This is an optimization exercise on Yosys and OpenROAD, whose aim is a short achievable clock period and few clock cycles, not a production implementation.
Function was not checked in any run shown here: the RTL went through the layout flow alone.
Power figures rest on the tool's default switching activity, not on a simulated workload.

==> flow/design.v <==
module RISCV_TOP (
	input wire CLK,
	input wire RSTn,
	output wire I_MEM_CSN,
	input wire [31:0] I_MEM_DI, 
	output reg [11:0] I_MEM_ADDR, 
	output wire D_MEM_CSN,
	input wire [31:0] D_MEM_DI,
	output wire [31:0] D_MEM_DOUT,
	output wire [11:0] D_MEM_ADDR, 
	output wire D_MEM_WEN,
	output wire [3:0] D_MEM_BE,
	output wire RF_WE,
	output wire [4:0] RF_RA1,
	output wire [4:0] RF_RA2,
	output wire [4:0] RF_WA1,
	input wire [31:0] RF_RD1,
	input wire [31:0] RF_RD2,
	output wire [31:0] RF_WD,
	output wire HALT,                    
	output reg [31:0] NUM_INST,          
	output wire [31:0] OUTPUT_PORT       
	);
	localparam PB = 6;	 
	reg rstq;
	reg csn;
	always @(posedge CLK) begin
		rstq <= RSTn;
		csn <= ~RSTn;
	end
	assign I_MEM_CSN = csn;
	assign D_MEM_CSN = csn;
	reg [11:2] pcF;
	reg vD;
	reg [31:0] irD;
	reg [11:2] pcD, predNextD;
	reg predTD;
	reg [31:0] opA, opB, opBI, immE;
	reg selA_M, selB_M, selS_M;
	reg mEq, mNe, mLt, mGe, mLtu, mGeu;
	reg subE, arithE;
	reg [4:0] shE;
	reg selSh_M;
	reg [11:0] jrX;
	reg rAdd, rSll, rSlt, rSltu, rXor, rSr, rOr, rAnd, rLink;
	reg [2:0] f3E;
	reg [4:0] rdE;
	reg weE, ldE, stE, brE, jalE, jrE, haltE, vE;
	reg [11:2] pcE, brTgtE, fallE, fall2E, predNextE;
	reg predTE;
	reg addiE;
	reg zeroPre;
	reg [31:0] resM, stdM;
	reg [4:0] rdM;
	reg weM, ldM, nwenM, haltM, vM;
	reg redirM;
	reg [11:2] tgtM;
	reg [31:0] resW;
	reg [4:0] rdW;
	reg weW, haltW, vW;
	reg [(1<<PB)-1:0] bp_v;
	reg [1:0] bp_c [0:(1<<PB)-1];
	reg bpUpd, bpTaken, bpHit;
	reg [1:0] bpCtr;
	reg [PB+1:2] bpIdx;
	always @(posedge CLK) begin
		if (!rstq) begin
			bp_v <= {(1<<PB){1'b0}};
		end
		else begin
			if (bpUpd) begin
				bp_v[bpIdx] <= 1'b1;
				if (!bpHit)
					bp_c[bpIdx] <= bpTaken ? 2'b11 : 2'b01;
				else if (bpTaken)
					bp_c[bpIdx] <= (bpCtr == 2'b11) ? 2'b11 : bpCtr + 2'd1;
				else
					bp_c[bpIdx] <= (bpCtr == 2'b00) ? 2'b00 : bpCtr - 2'd1;
			end
		end
	end
	wire [6:0] opD = irD[6:0];
	wire [4:0] rdD = irD[11:7];
	wire [4:0] rs1D = irD[19:15];
	wire [4:0] rs2D = irD[24:20];
	wire [2:0] f3D = irD[14:12];
	wire isRD = opD == 7'b0110011;
	wire isID = opD == 7'b0010011;
	wire isLdD = opD == 7'b0000011;
	wire isStD = opD == 7'b0100011;
	wire isBrD = opD == 7'b1100011;
	wire isJalD = opD == 7'b1101111;
	wire isJalrD = opD == 7'b1100111;
	wire wrD = isRD | isID | isLdD | isJalD | isJalrD;
	wire useRs1D = isRD | isID | isLdD | isStD | isBrD | isJalrD;
	wire useRs2D = isRD | isStD | isBrD;
	wire useImmD = isID | isLdD | isStD | isJalrD;
	wire subD = (isRD & (f3D == 3'b000) & irD[30]) | ((isRD | isID) & (f3D == 3'b010 || f3D == 3'b011));
	wire shiftD = (isRD | isID) & (f3D[1:0] == 2'b01);
	wire [31:0] immD = isStD ? {{20{irD[31]}}, irD[31:25], irD[11:7]} : {{20{irD[31]}}, irD[31:20]};
	wire [11:2] tgtBD = pcD + {irD[7], irD[30:25], irD[11:9]};
	wire [11:2] tgtJD = pcD + {irD[20], irD[30:22]};
	wire redirE, skipE;
	wire [11:2] tgtE;
	wire stall = vD & ldE & weE & ((useRs1D & (rs1D == rdE)) | (useRs2D & (rs2D == rdE)));
	wire goE = RSTn & vD & ~redirM & ~redirE & ~skipE & ~stall;
	wire fuseD = vD & isBrD & ~f3D[2] & ~f3D[1] & addiE & ~selA_M &
		(((rs2D == 5'd0) & (rs1D == rdE)) | ((rs1D == 5'd0) & (rs2D == rdE)));
	wire earlyT = f3D[0] ^ zeroPre;
	wire earlyRedir = fuseD & (earlyT ^ predTD);
	wire mA_E = weE & (rdE == rs1D);
	wire mA_M = weM & (rdM == rs1D);
	wire mB_E = weE & (rdE == rs2D);
	wire mB_M = weM & (rdM == rs2D);
	wire [31:0] resWn = ldM ? D_MEM_DI : resM;
	always @(*) I_MEM_ADDR = {pcF, 2'b00};
	wire [31:0] iw = I_MEM_DI;
	wire fJal = iw[3];
	wire fBr = iw[6] & ~iw[2];
	wire fJalr = iw[6] & iw[2] & ~iw[3];
	wire [PB+1:2] fbi = pcF[PB+1:2];
	wire [1:0] fCtr = bp_c[fbi];
	wire addiOkD = vD & isID & (f3D == 3'b000) & (rdD != 5'd0) & ~mA_E & ~mA_M;
	wire fFuse = addiOkD & (iw[14:13] == 2'b00) & (iw[24:20] == 5'd0) & (iw[19:15] == rdD);
	wire [31:0] immID = {{20{irD[31]}}, irD[31:20]};
	wire zeroF, zeroFW;
	sumzero zf (.a(RF_RD1), .b(immID), .z(zeroF));
	sumzero zw (.a(resWn), .b(immID), .z(zeroFW));
	wire fBrTn = (rstq & bp_v[fbi]) ? fCtr[1] : iw[31];
	wire fBrT1 = fFuse ? ~iw[12] : fBrTn;
	wire fBrT0 = fFuse ? iw[12] : fBrTn;
	wire dLink = vD & (isJalD | isJalrD) & (rdD != 5'd0);
	wire fLnk = dLink & (rdD == iw[19:15]);
	wire [11:2] fallD = pcD + 10'd1;
	wire [11:2] fBase = fJalr ? fallD : pcF;
	wire [11:2] fImm = fJal ? {iw[20], iw[30:22]} : (fBr ? {iw[7], iw[30:25], iw[11:9]} : iw[31:22]);
	wire [11:2] fTgt;
	addcs10 fadd (.a(fBase), .b(fImm), .s(fTgt));
	wire [11:2] pcInc = pcF + 10'd1;
	wire [11:2] nextF1 = (fJal | (fBr & fBrT1) | (fJalr & fLnk)) ? fTgt : pcInc;
	wire [11:2] nextF0 = (fJal | (fBr & fBrT0) | (fJalr & fLnk)) ? fTgt : pcInc;
	wire lateE = redirE & ~redirM;
	wire lateD = earlyRedir & ~redirM;
	wire [11:2] valD = earlyT ? tgtBD : pcD + 10'd1;
	wire redirAny = lateE | lateD | redirM;
	wire [11:2] pcRedir = lateE ? tgtE : (lateD ? valD : tgtM);
	wire [11:2] pcN1 = redirAny ? pcRedir : (stall ? pcF : nextF1);
	wire [11:2] pcN0 = redirAny ? pcRedir : (stall ? pcF : nextF0);
	always @(posedge CLK) begin
		if (!RSTn) begin
			pcF <= 10'b0;
			vD <= 1'b0;
		end
		else begin
			pcF <= zeroF ? pcN1 : pcN0;
			if (redirAny) vD <= 1'b0;
			else if (!stall) vD <= 1'b1;
		end
	end
	always @(posedge CLK) begin
		if (!stall) begin
			irD <= iw;
			pcD <= pcF;
			predTD <= zeroF ? (fBr & fBrT1) : (fBr & fBrT0);
			predNextD <= zeroF ? nextF1 : nextF0;
		end
	end
	always @(posedge CLK) begin
		opA <= mA_M ? resWn : RF_RD1;
		opB <= mB_M ? resWn : RF_RD2;
		opBI <= (useImmD ? immD : (mB_M ? resWn : RF_RD2)) ^ {32{subD}};
		shE <= shiftD ? (useImmD ? immD[4:0] : (mB_M ? resWn[4:0] : RF_RD2[4:0])) : 5'd0;
		selSh_M <= shiftD & ~useImmD & mB_E;
		jrX <= {predNextD, 2'b00} - immD[11:0];
		immE <= immD;
		selA_M <= mA_E;
		selB_M <= ~useImmD & mB_E;
		selS_M <= mB_E;
		mEq <= goE & isBrD & ~fuseD & (((f3D == 3'b000) & ~predTD) | ((f3D == 3'b001) & predTD));
		mNe <= goE & isBrD & ~fuseD & (((f3D == 3'b001) & ~predTD) | ((f3D == 3'b000) & predTD));
		mLt <= goE & isBrD & ~fuseD & (((f3D == 3'b100) & ~predTD) | ((f3D == 3'b101) & predTD));
		mGe <= goE & isBrD & ~fuseD & (((f3D == 3'b101) & ~predTD) | ((f3D == 3'b100) & predTD));
		mLtu <= goE & isBrD & ~fuseD & (((f3D == 3'b110) & ~predTD) | ((f3D == 3'b111) & predTD));
		mGeu <= goE & isBrD & ~fuseD & (((f3D == 3'b111) & ~predTD) | ((f3D == 3'b110) & predTD));
		subE <= subD;
		arithE <= irD[30];
		rAdd <= ((isRD | isID) & (f3D == 3'b000)) | isLdD | isStD;
		rSll <= (isRD | isID) & (f3D == 3'b001);
		rSlt <= (isRD | isID) & (f3D == 3'b010);
		rSltu <= (isRD | isID) & (f3D == 3'b011);
		rXor <= (isRD | isID) & (f3D == 3'b100);
		rSr <= (isRD | isID) & (f3D == 3'b101);
		rOr <= (isRD | isID) & (f3D == 3'b110);
		rAnd <= (isRD | isID) & (f3D == 3'b111);
		rLink <= isJalD | isJalrD;
		f3E <= f3D;
		rdE <= rdD;
		pcE <= pcD;
		brTgtE <= isJalD ? tgtJD : tgtBD;
		fallE <= pcD + 10'd1;
		fall2E <= pcD + 10'd2;
		predNextE <= predNextD;
		predTE <= fuseD ? earlyT : predTD;
		zeroPre <= mA_M ? zeroFW : zeroF;
	end
	always @(posedge CLK) begin
		if (!RSTn) begin
			vE <= 1'b0;
			weE <= 1'b0;
			ldE <= 1'b0;
			stE <= 1'b0;
			brE <= 1'b0;
			jalE <= 1'b0;
			jrE <= 1'b0;
			haltE <= 1'b0;
			addiE <= 1'b0;
		end
		else begin
			vE <= goE;
			weE <= goE & wrD & (rdD != 5'd0);
			ldE <= goE & isLdD;
			stE <= goE & isStD;
			brE <= goE & isBrD;
			jalE <= goE & isJalD;
			jrE <= goE & isJalrD;
			haltE <= goE & (irD == 32'h00008067);
			addiE <= goE & isID & (f3D == 3'b000) & (rdD != 5'd0);
		end
	end
	wire [31:0] A = selA_M ? resM : opA;
	wire [31:0] B = selB_M ? (resM ^ {32{subE}}) : opBI;
	wire [4:0] shamt = selSh_M ? resM[4:0] : shE;
	wire [31:0] S = selS_M ? resM : opB;
	wire [32:0] sum = {1'b0, A} + {1'b0, B} + {32'b0, subE};
	wire ltu = ~sum[32];
	wire lt = (A[31] == B[31]) ? A[31] : sum[31];
	wire signed [31:0] sraV = $signed(A) >>> shamt;
	wire [31:0] srlV = A >> shamt;
	wire [31:0] srv = arithE ? sraV : srlV;
	wire [12:2] linkE = {1'b0, pcE} + 11'd1;
	wire [31:0] res =
		({32{rAdd}} & sum[31:0]) |
		({32{rSll}} & (A << shamt)) |
		({32{rSlt}} & {31'b0, lt}) |
		({32{rSltu}} & {31'b0, ltu}) |
		({32{rXor}} & (A ^ B)) |
		({32{rSr}} & srv) |
		({32{rOr}} & (A | B)) |
		({32{rAnd}} & (A & B)) |
		({32{rLink}} & {19'b0, linkE, 2'b00});
	wire eqRR, ltRR, ltuRR, eqMR, ltMR, ltuMR, eqRM, ltRM, ltuRM;
	cmp32 cRR (.a(opA), .b(opB), .eq(eqRR), .lt(ltRR), .ltu(ltuRR));
	cmp32 cMR (.a(resM), .b(opB), .eq(eqMR), .lt(ltMR), .ltu(ltuMR));
	cmp32 cRM (.a(opA), .b(resM), .eq(eqRM), .lt(ltRM), .ltu(ltuRM));
	wire cmpEq = selA_M ? (selS_M | eqMR) : (selS_M ? eqRM : eqRR);
	wire cmpLt = selA_M ? (~selS_M & ltMR) : (selS_M ? ltRM : ltRR);
	wire cmpLtu = selA_M ? (~selS_M & ltuMR) : (selS_M ? ltuRM : ltuRR);
	reg taken;
	always @(*) begin
		case (f3E)
			3'b000: taken = cmpEq;
			3'b001: taken = ~cmpEq;
			3'b100: taken = cmpLt;
			3'b101: taken = ~cmpLt;
			3'b110: taken = cmpLtu;
			3'b111: taken = ~cmpLtu;
			default: taken = 1'b0;
		endcase
	end
	wire brMiss = (mEq & cmpEq) | (mNe & ~cmpEq) | (mLt & cmpLt) | (mGe & ~cmpLt) | (mLtu & cmpLtu) | (mGeu & ~cmpLtu);
	wire skipOK = ~predTE & (pcF == brTgtE);
	assign skipE = brMiss & skipOK;
	assign redirE = brMiss & ~skipOK;
	assign tgtE = predTE ? fallE : brTgtE;
	wire [11:0] jrSum = A[11:0] + immE[11:0];
	wire [11:2] jrTgt = jrSum[11:2];
	always @(posedge CLK) begin
		redirM <= RSTn & ~redirM & ((jrE & ~(selA_M ? (resM[11:0] == jrX) : (opA[11:0] == jrX))) | (jalE & (brTgtE != predNextE)));
		tgtM <= jrE ? jrTgt : brTgtE;
	end
	wire [PB+1:2] ebi = pcE[PB+1:2];
	always @(posedge CLK) begin
		bpUpd <= brE & ~redirM;
		bpIdx <= ebi;
		bpTaken <= taken;
		bpHit <= bp_v[ebi];
		bpCtr <= bp_c[ebi];
	end
	always @(posedge CLK) begin
		resM <= res;
		stdM <= S;
		rdM <= rdE;
		ldM <= ldE;
	end
	always @(posedge CLK) begin
		if (!RSTn) begin
			weM <= 1'b0;
			nwenM <= 1'b1;
			haltM <= 1'b0;
			vM <= 1'b0;
		end
		else begin
			weM <= weE & ~redirM;
			nwenM <= ~(stE & ~redirM);
			haltM <= haltE & ~redirM & (A == 32'd12);
			vM <= vE & ~redirM;
		end
	end
	assign D_MEM_ADDR = resM[11:0];
	assign D_MEM_DOUT = stdM;
	assign D_MEM_WEN = nwenM;
	assign D_MEM_BE = 4'b1111;
	always @(posedge CLK) begin
		resW <= resWn;
		rdW <= rdM;
	end
	always @(posedge CLK) begin
		if (!RSTn) begin
			weW <= 1'b0;
			haltW <= 1'b0;
			vW <= 1'b0;
		end
		else begin
			weW <= weM;
			haltW <= haltM;
			vW <= vM;
		end
	end
	assign RF_RA1 = rs1D;
	assign RF_RA2 = rs2D;
	assign RF_WE = weW;
	assign RF_WA1 = rdW;
	assign RF_WD = resW;
	assign OUTPUT_PORT = resW;
	assign HALT = haltW;
	always @(posedge CLK) begin
		if (!rstq) NUM_INST <= 32'b0;
		else NUM_INST <= NUM_INST + {31'b0, vW};
	end
endmodule
module cmp32 (
	input wire [31:0] a,
	input wire [31:0] b,
	output wire eq,
	output wire lt,
	output wire ltu
	);
	wire [30:0] g0 = ~a[30:0] & b[30:0];
	wire [30:0] e0 = ~(a[30:0] ^ b[30:0]);
	wire [15:0] g1, e1;
	wire [7:0] g2, e2;
	wire [3:0] g3, e3;
	wire [1:0] g4, e4;
	genvar i;
	generate
		for (i = 0; i < 15; i = i + 1) begin : l1
			assign g1[i] = g0[2*i+1] | (e0[2*i+1] & g0[2*i]);
			assign e1[i] = e0[2*i+1] & e0[2*i];
		end
		assign g1[15] = g0[30];
		assign e1[15] = e0[30];
		for (i = 0; i < 8; i = i + 1) begin : l2
			assign g2[i] = g1[2*i+1] | (e1[2*i+1] & g1[2*i]);
			assign e2[i] = e1[2*i+1] & e1[2*i];
		end
		for (i = 0; i < 4; i = i + 1) begin : l3
			assign g3[i] = g2[2*i+1] | (e2[2*i+1] & g2[2*i]);
			assign e3[i] = e2[2*i+1] & e2[2*i];
		end
		for (i = 0; i < 2; i = i + 1) begin : l4
			assign g4[i] = g3[2*i+1] | (e3[2*i+1] & g3[2*i]);
			assign e4[i] = e3[2*i+1] & e3[2*i];
		end
	endgenerate
	wire gLo = g4[1] | (e4[1] & g4[0]);
	wire eLo = e4[1] & e4[0];
	wire eHi = ~(a[31] ^ b[31]);
	assign eq = eHi & eLo;
	assign ltu = (~a[31] & b[31]) | (eHi & gLo);
	assign lt = (a[31] & ~b[31]) | (eHi & gLo);
endmodule
module sumzero (
	input wire [31:0] a,
	input wire [31:0] b,
	output wire z
	);
	wire [31:0] x = a ^ b;
	wire [31:0] o = a | b;
	assign z = ~x[0] & (x[31:1] == o[30:0]);
endmodule
module addcs10 (
	input wire [9:0] a,
	input wire [9:0] b,
	output wire [9:0] s
	);
	wire [5:0] lo = {1'b0, a[4:0]} + {1'b0, b[4:0]};
	wire [4:0] hi0 = a[9:5] + b[9:5];
	wire [4:0] hi1 = a[9:5] + b[9:5] + 5'd1;
	assign s = {lo[5] ? hi1 : hi0, lo[4:0]};
endmodule
==> flow/flow/run.sh <==
#!/bin/bash
set -o pipefail
bash standard.sh SETUP_SLACK_MARGIN=7.0 TNS_END_PERCENT=100 finish > standard_flow.log 2>&1
==> flow/standard.sh <==
#!/bin/bash
# synth_recipe.tcl (not shown) runs the flow's synth.tcl, then flattens the netlist and writes it again
# the make line also repeats each setting of config.mk as NAME=value (left out here)
make -C /OpenROAD-flow-scripts/flow DESIGN_CONFIG=/design/flow/config.mk WORK_HOME=/design/flow/orfs CLKGATE_MAP_FILE= SYNTH_SCRIPT=/design/flow/synth_recipe.tcl "${@:-finish}"
==> flow/config.mk <==
export PLATFORM = sky130hd
export DESIGN_NAME = RISCV_TOP
export DESIGN_NICKNAME = RISCV_TOP
export VERILOG_FILES = /design/flow/design.v
export SDC_FILE = /design/flow/constraint.sdc
export NUM_CORES = 4
export LEC_CHECK = 0
export CAP_MARGIN = 20
export CORE_MARGIN = 2
export CORE_UTILIZATION = 55
export SLEW_MARGIN = 20
==> flow/constraint.sdc <==
create_clock -name core_clock -period 10.0 [get_ports {CLK}]
set_input_delay 2.0000 -clock core_clock [delete_from_list [all_inputs] [get_ports {CLK}]]
set_output_delay 2.0000 -clock core_clock [all_outputs]
set_load 0.01 [all_outputs]
==> run notes, run 1 <==
status complete, no violations; Tcrit/Tclk final 0.418; multi-input logic area approximately 24,000 sq um; setup_tns 0 ns; synthesized area per cell approximately 9.5 sq um; largest net degree at the start of global routing roughly 70; post-synthesis register bit count approximately 640; Fin Clk Skew 0.0527 ns; Die Area a little over 70,000 sq um; max-cap viol count 0; WL/cell 26.4 um; vias in the first global route between 30,000 and 40,000; Pins Over Slew Limit 0; clk buf depth 3; Least-Margin Pin Slew approximately 0.99 ns; critical path launch point type input port; WHS 0.350 ns; PortBufs approximately 300; Core ar. slightly below 70,000 sq um; setup ws final about 5.8 ns; H-tree levels 3; Vias/cell between 6 and 7; GP Congestion about 1.0; fin crit period 4.18 ns; via count of the routed design around 34,000; Min-Delay Path Class reg -> reg; pwr dens 163 nW/um^2; FF/Latch Area around 15,000 sq um; Synth warnings 1; LEAKAGE about 20 nW; share of cells above drive strength 1 0.322; row cnt 96; chip height 267 um; 1st-iter DRT viols 3,578; relative slew slack 0.334; clock slew at reported path FFs 0.06 ns; VDD IR max approximately 190 uV; maximum clock frequency approximately 240 MHz; first-pass GRT wire length ~210 mm; initial core utilization 0.556; ANT nets after route 0; area grow syn2layout 31.5%; final-stage net count 4,925; cells after synthesis about 4,000; initial antenna violation count 4; WP data arrival approximately 4.8 ns; Required @ worst endpoint 10.57 ns; DRC 0; r2r setup slk 5.97 ns; WL final 145 mm; Final setup viols 0; prevailing post-synth register cell dfxtp_1; clk latency of the worst-skew pair between 0.6 and 0.7 ns; DRT Pass-1 Iters 8; Die Wd 267 um; CP max FO 3; remaining global-route overflow 0; gr usage total 0.395; fillcell total 5,006; CTS buffer count roughly 70; # IOs 306; Post-synth EDFFs roughly 180; RSZ-0062 raised after global routing yes; DP Wirelength about 100 mm; synthesized area 38,200 sq um; pre-CTS setup slack between 4 and 5 ns; Root Buffer clkbuf_16; post-synthesis sequential area ratio 0.381; Final Cell Area about 50,000 sq um; share of synthesized registers carrying an async set or reset 0; CP Class in -> reg; placed instance area 42,100 sq um; Hold Fails Final Rpt 0; clk sinks 635; Synth cell types 95; CTS tree done; Critical Path End Type flop
[layout by cell type (no fill, tap or decap), types with 88 or more instances in the layout]
cell type,n
buf_4,280
clkdlybuf4s50_1,93
a21oi_1,244
o21ai_0,127
nand2_1,270
inv_1,220
buf_6,208
xnor2_1,194
xor2_1,93
ha_1,198
edfxtp_1,181
dfxtp_1,282
mux2_2,88
dfxtp_2,106
nor2_1,398
[Yosys cell counts (all sizes together) (35+ instances only)]
library cell	n	share of area
clkbuf	143	0.014
mux2i	122	0.032
nand4	55	0.0092
nand2	281	0.028
xnor2	217	0.050
mux2	102	0.030
nor4	35	0.0061
edfxtp	181	0.14
nand3	83	0.011
a211oi	43	0.0086
mux4	91	0.054
buf	130	0.021
xor2	96	0.022
dfxtp	454	0.24
o211ai	50	0.010
o21ai	172	0.023
o21a	80	0.016
inv	276	0.027
nor3	55	0.0073
nor2	411	0.040
and2	40	0.0066
ha	277	0.091
a21oi	288	0.038
a21o	45	0.0089
[power by group]
group	switching, mW	internal (mW)	total [mW]	leakage (nW)
clock	1.18	1.61	2.78	1.20
sequential	0.316	2.89	3.20	5.74
combinational	1.16	1.04	2.20	13.3
[per-stage QoR]
step	instances	utilization	power, mW
floorplan	4041	-	4.39
global placement	5057	0.614	5.00
detailed placement	5057	0.614	5.01
CTS	5436	0.711	8.02
global route	5504	0.731	8.45
finish	5505	0.731	8.18
[critical path, stage by stage]
cell	delay, ns
buf_2	0.13
inv_2	0.05
ha_4	0.20
xnor2_1	0.13
nor4_2	0.29
nand4_1	0.25
nor3_4	0.37
xor2_2	0.20
o21ai_2	0.10
o21ai_4	0.19
buf_12	0.14
mux2_4	0.29
a31o_1	0.22
a21oi_2	0.18
[state kept, by name, indices dropped and copies added, names as in the netlist, 12 cells and up, named ones only]
| signal | count |
|---|---|
| resW | 32 |
| bp_v | 64 |
| opA | 32 |
| bp_c | 128 |
| irD | 32 |
| resM | 32 |
| opBI | 32 |
| stdM | 32 |
| opB | 32 |
| NUM_INST | 32 |
| jrX | 12 |
[routing by layer]
layer  wire length (um)  GRT usage  vias up  part of all wire
li1                   -          -    15300                 -
met1              53800      0.469    16400              0.37
met2              69100      0.667     1789              0.48
met3              11500     0.0702      562             0.079
met4              10600      0.243        0             0.073
met5                  0          0        -                 0
[timing repair]
item / in CTS / in global routing
hold buffers: 0 / 0
pin swaps: 149 / 105
gates cloned: 8 / 0
gates resized for setup: 1508 / 206
setup buffers: 240 / 65
endpoints found under the setup margin: 273 / 328
[final timing paths]
path	from	end	depth (start not counted)
max	RF_RD1[13]	flop	14
min	ldE	ldM	0
max reg2reg	irD[31]	flop	15
min reg2reg	ldE	ldM	0
[logic make-up after synthesis]
| logic type | Yosys count | share of synthesized area |
|---|---|---|
| AOI/OAI and AO/OA | 861 | 0.144 |
| xor gates and xnor gates | 313 | 0.0719 |
| adders and majority gates | 284 | 0.0943 |
| buffers and inverters | 550 | 0.0627 |
| DFF | 635 | 0.381 |
| muxes | 315 | 0.117 |
| other | 2 | 0.000197 |
| and+or+nand+nor | 1077 | 0.129 |
[layout make-up]
class                      instances  area share
tap                              931      0.0232
inverter                         277      0.0216
multi-input combinational       2856       0.480
sequential                       635       0.297
clock inverter                    42      0.0116
timing repair buffer             671       0.128
clock buffer                      89      0.0384
antenna                            4    0.000200
==> run 2: changes to the inputs <==
==> flow/flow/run.sh (replaced) <==
#!/bin/bash
set -o pipefail
export BUFFER_PORTS_ARGS="-buffer_cell sky130_fd_sc_hd__buf_4"
export MATCH_CELL_FOOTPRINT=0
bash standard.sh SETUP_SLACK_MARGIN=7.0 TNS_END_PERCENT=100 MATCH_CELL_FOOTPRINT=0 \
	"BUFFER_PORTS_ARGS=-buffer_cell sky130_fd_sc_hd__buf_4" finish > standard_flow.log 2>&1
==> run 2 against run 1 <==
Clock power grew 3%. Synthesized area unchanged. Flip-flop and latch count unchanged. Still clean. Register-to-register slack is essentially flat. Critical path type unchanged. Combinational power down 2%. Total power rose by 0.56%. Count of clock-buffer cells in the layout increased by 18. Worst hold slack improved by 0.023 ns. Largest cell class unchanged. Sequential share of layout area is 0.18 points higher. Final area shrank 0.74%.
==> run notes, run 2 <==
Synth warnings 1; DRC 0; HP Start ldE; Hold Fails Final Rpt 0; GP Congestion between 0.9 and 1; CP startpoint RF_RD1[29]; WL/cell ~26 um; Min-Delay Path Class reg -> reg; clk buf depth 3; gr usage total 0.388; fin crit period about 4.2 ns; clk sinks between 600 and 700; VDD IR max 203 uV; pre-CTS setup slack between 4 and 5 ns; DRT Pass-1 Iters 5; CP Class in -> reg; largest area contributor in the netlist dfxtp_1; ranking of synthesized cells by area dfxtp_1 24%, edfxtp_1 14%, ha_1 9.1%; status complete, no violations; relative slew slack 0.231; # IOs 306; first-pass GRT wire length slightly above 200 mm; post-synthesis register bit count around 640; met3 routed wirelength approximately 10 mm; Routed met2 length about 67 mm; Post-synth EDFFs about 180; RSZ-0062 raised after global routing yes; critical path launch point type input port; Root Buffer clkbuf_16; Synth top area share 0.238; setup ws final about 5.8 ns; H-tree levels 3; max-cap viol count 0; max reg flops ~130; initial core utilization 0.556; Tcrit/Tclk final 0.418; slowest CP cell nor3_4; Core ar. ~70,000 sq um; Synth cell types 95; Least-Margin Pin Slew roughly 1.2 ns; row cnt 96; LEAKAGE approximately 20 nW; Fin Clk Skew about 0.037 ns; share of synthesized registers carrying an async set or reset 0; via count of the routed design 33,700; CP cell instances buf_6 > inv_4 > ha_4 > xnor2_4 > nor4_4 > nand4_1 > nor3_4 > xor2_2 > o21ai_2 > o21ai_4 > buf_12 > buf_4 > mux2_4 > nand2_2 > a31oi_2; PortBufs between 200 and 300; share of cells above drive strength 1 0.334; hold buffer count at cts 0; Vias/cell ~6.1; post-synthesis sequential area ratio 0.381; Die Wd approximately 270 um; setup_tns 0 ns; chip height between 200 and 300 um; commonest non-fill, non-tap cells in the layout 414 x buf_4, 397 x nor2_1, 285 x dfxtp_1; Layout Cells excl Fill 5,495; prevailing post-synth register cell dfxtp_1; most flop-heavy register bp_c; Required @ worst endpoint roughly 11 ns; Placed Cells between 5,000 and 6,000; WHS roughly 0.37 ns; Die Area 71,500 sq um; Final setup viols 0; CP peak stage delay roughly 0.34 ns; CP max FO 6; area grow syn2layout 30.5%; commonest non-fill, non-tap cell in the layout buf_4; CTS tree done; remaining global-route overflow 0; # diodes 0; most numerous cell in the Yosys netlist dfxtp_1; routed metal-1 wire length approximately 54 mm; top flop regs bp_c x128, bp_v x64; pwr dens 165 nW/um^2; 1st-iter DRT viols 3,362; Pins Over Slew Limit 0; final-stage net count just under 5,000; DP Wirelength 99.7 mm; top cells by count, synth 454 x dfxtp_1, 411 x nor2_1, 288 x a21oi_1, 280 x nand2_1, 277 x ha_1; WP data arrival 4.69 ns; maximum clock frequency 239 MHz; synthesized area per cell approximately 9.5 sq um; RR Startpoint irD[31]; initial antenna violation count 3; Critical Path End Type flop; synthesized area about 38,000 sq um; max layer used met5; CTS buffer count approximately 70; WL final approximately 140 mm; cells after synthesis just over 4,000; vias in the first global route 32,400; largest net degree at the start of global routing between 100 and 150; clk latency of the worst-skew pair between 0.6 and 0.7 ns; clock slew at reported path FFs 0.06 ns; ANT nets after route 0
## run 2: cell counts after synthesis
No cell type changed its count.
## run 2: cells by family (layout without fill, tap and decap cells)
| group | Yosys count | in the layout | share of synthesized area |
|---|---|---|---|
| AOI/OAI and AO/OA | 861 | 861 | 0.144 |
| xor gates and xnor gates | 313 | 313 | 0.0719 |
| adders and majority gates | 284 | 284 | 0.0943 |
| buffers and inverters | 550 | 1073 | 0.0627 |
| DFF | 635 | 635 | 0.381 |
| muxes | 315 | 315 | 0.117 |
| other | 2 | 6 | 0.000197 |
| and+or+nand+nor | 1077 | 1077 | 0.129 |
## run 2: final timing paths
path              cells after the start  slack, ns   end
hold / removal                        0       0.37   ldM
hold reg to reg                       0       0.37   ldM
setup reg to reg                     15       5.97  flop
setup / recovery                     15       5.82  flop
## run 2: metal layers
metal  up-vias  track usage
met2      1658        0.646
met4         2        0.241
li1      15300            -
met1     16200        0.469
met5         -            0
met3       530       0.0670
## run 2: report_power, final
group	total (mW)	internal, mW	switching [mW]
clock	2.86	1.71	1.16
sequential	3.21	2.89	0.325
combinational	2.15	1.01	1.14
## run 2: worst max-delay path: cells and delay by family
family / cells / cell delay, ns
adder cells (fa/ha/maj): 1 / 0.24
XOR/XNOR: 2 / 0.35
AND/OR/NAND/NOR: 4 / 0.91
AO/OA/AOI/OAI: 3 / 0.47
multiplexers: 1 / 0.30
buffers and inverters: 4 / 0.39
## run 2: per-stage QoR
step / util / total power [mW] / cell area (sq um)
2_1_floorplan: - / 4.39 / 38800
3_3_place_gp: 0.603 / 4.98 / 41400
3_5_place_dp: 0.603 / 4.99 / 41400
4_1_cts: 0.698 / 8.03 / 47800
5_1_grt: 0.726 / 8.50 / 49800
6_report: 0.726 / 8.23 / 49800
## run 2: repair_timing
item | in CTS | in global routing
hold endpoints to repair | 0 | 0
pin swaps | 91 | 118
buffers inserted | 183 | 109
setup endpoints to repair | 266 | 296
gates resized for setup | 600 | 255
gates cloned | 9 | 2
## run 2: area by class of cell
cell class,instances,area (sq um)
Fill cell,4986,18800
Clock buffer,107,2100
Clock inverter,26,479
Timing Repair Buffer,663,6230
Inverter,277,1090
Multi-Input combinational cell,2856,23800
Tap cell,931,1160
Sequential cell,635,14900

[what the ideal ports hide]
In the flow no input, the clock included, has a driving cell. The finished layouts below were timed again as built, in two steps.
Step 1, drivers: a clkbuf_16 drives CLK and a buf_2 each remaining input, both assumed.
Step 2 moves the port delays by t, midway between the first and last clock arrival at a register: inputs arrive t later, outputs are due t later. That takes back most of the time a late clock gives input paths.
a / b / c = no drivers / after step 1 / after step 2; a / b = the first two.
run | t, ns | slack for setup (ns) | worst data-port slew with drivers (ns)
run 1 | 0.686 | 5.818 / 5.845 / 5.159 | 0.09
run 2 | 0.699 | 5.817 / 5.837 / 5.138 | 0.11
After both steps setup and hold are still met in every run listed. The setup slack of run 2, which loses most, moves by +0.020 ns with the drivers and by -0.679 ns with both steps.
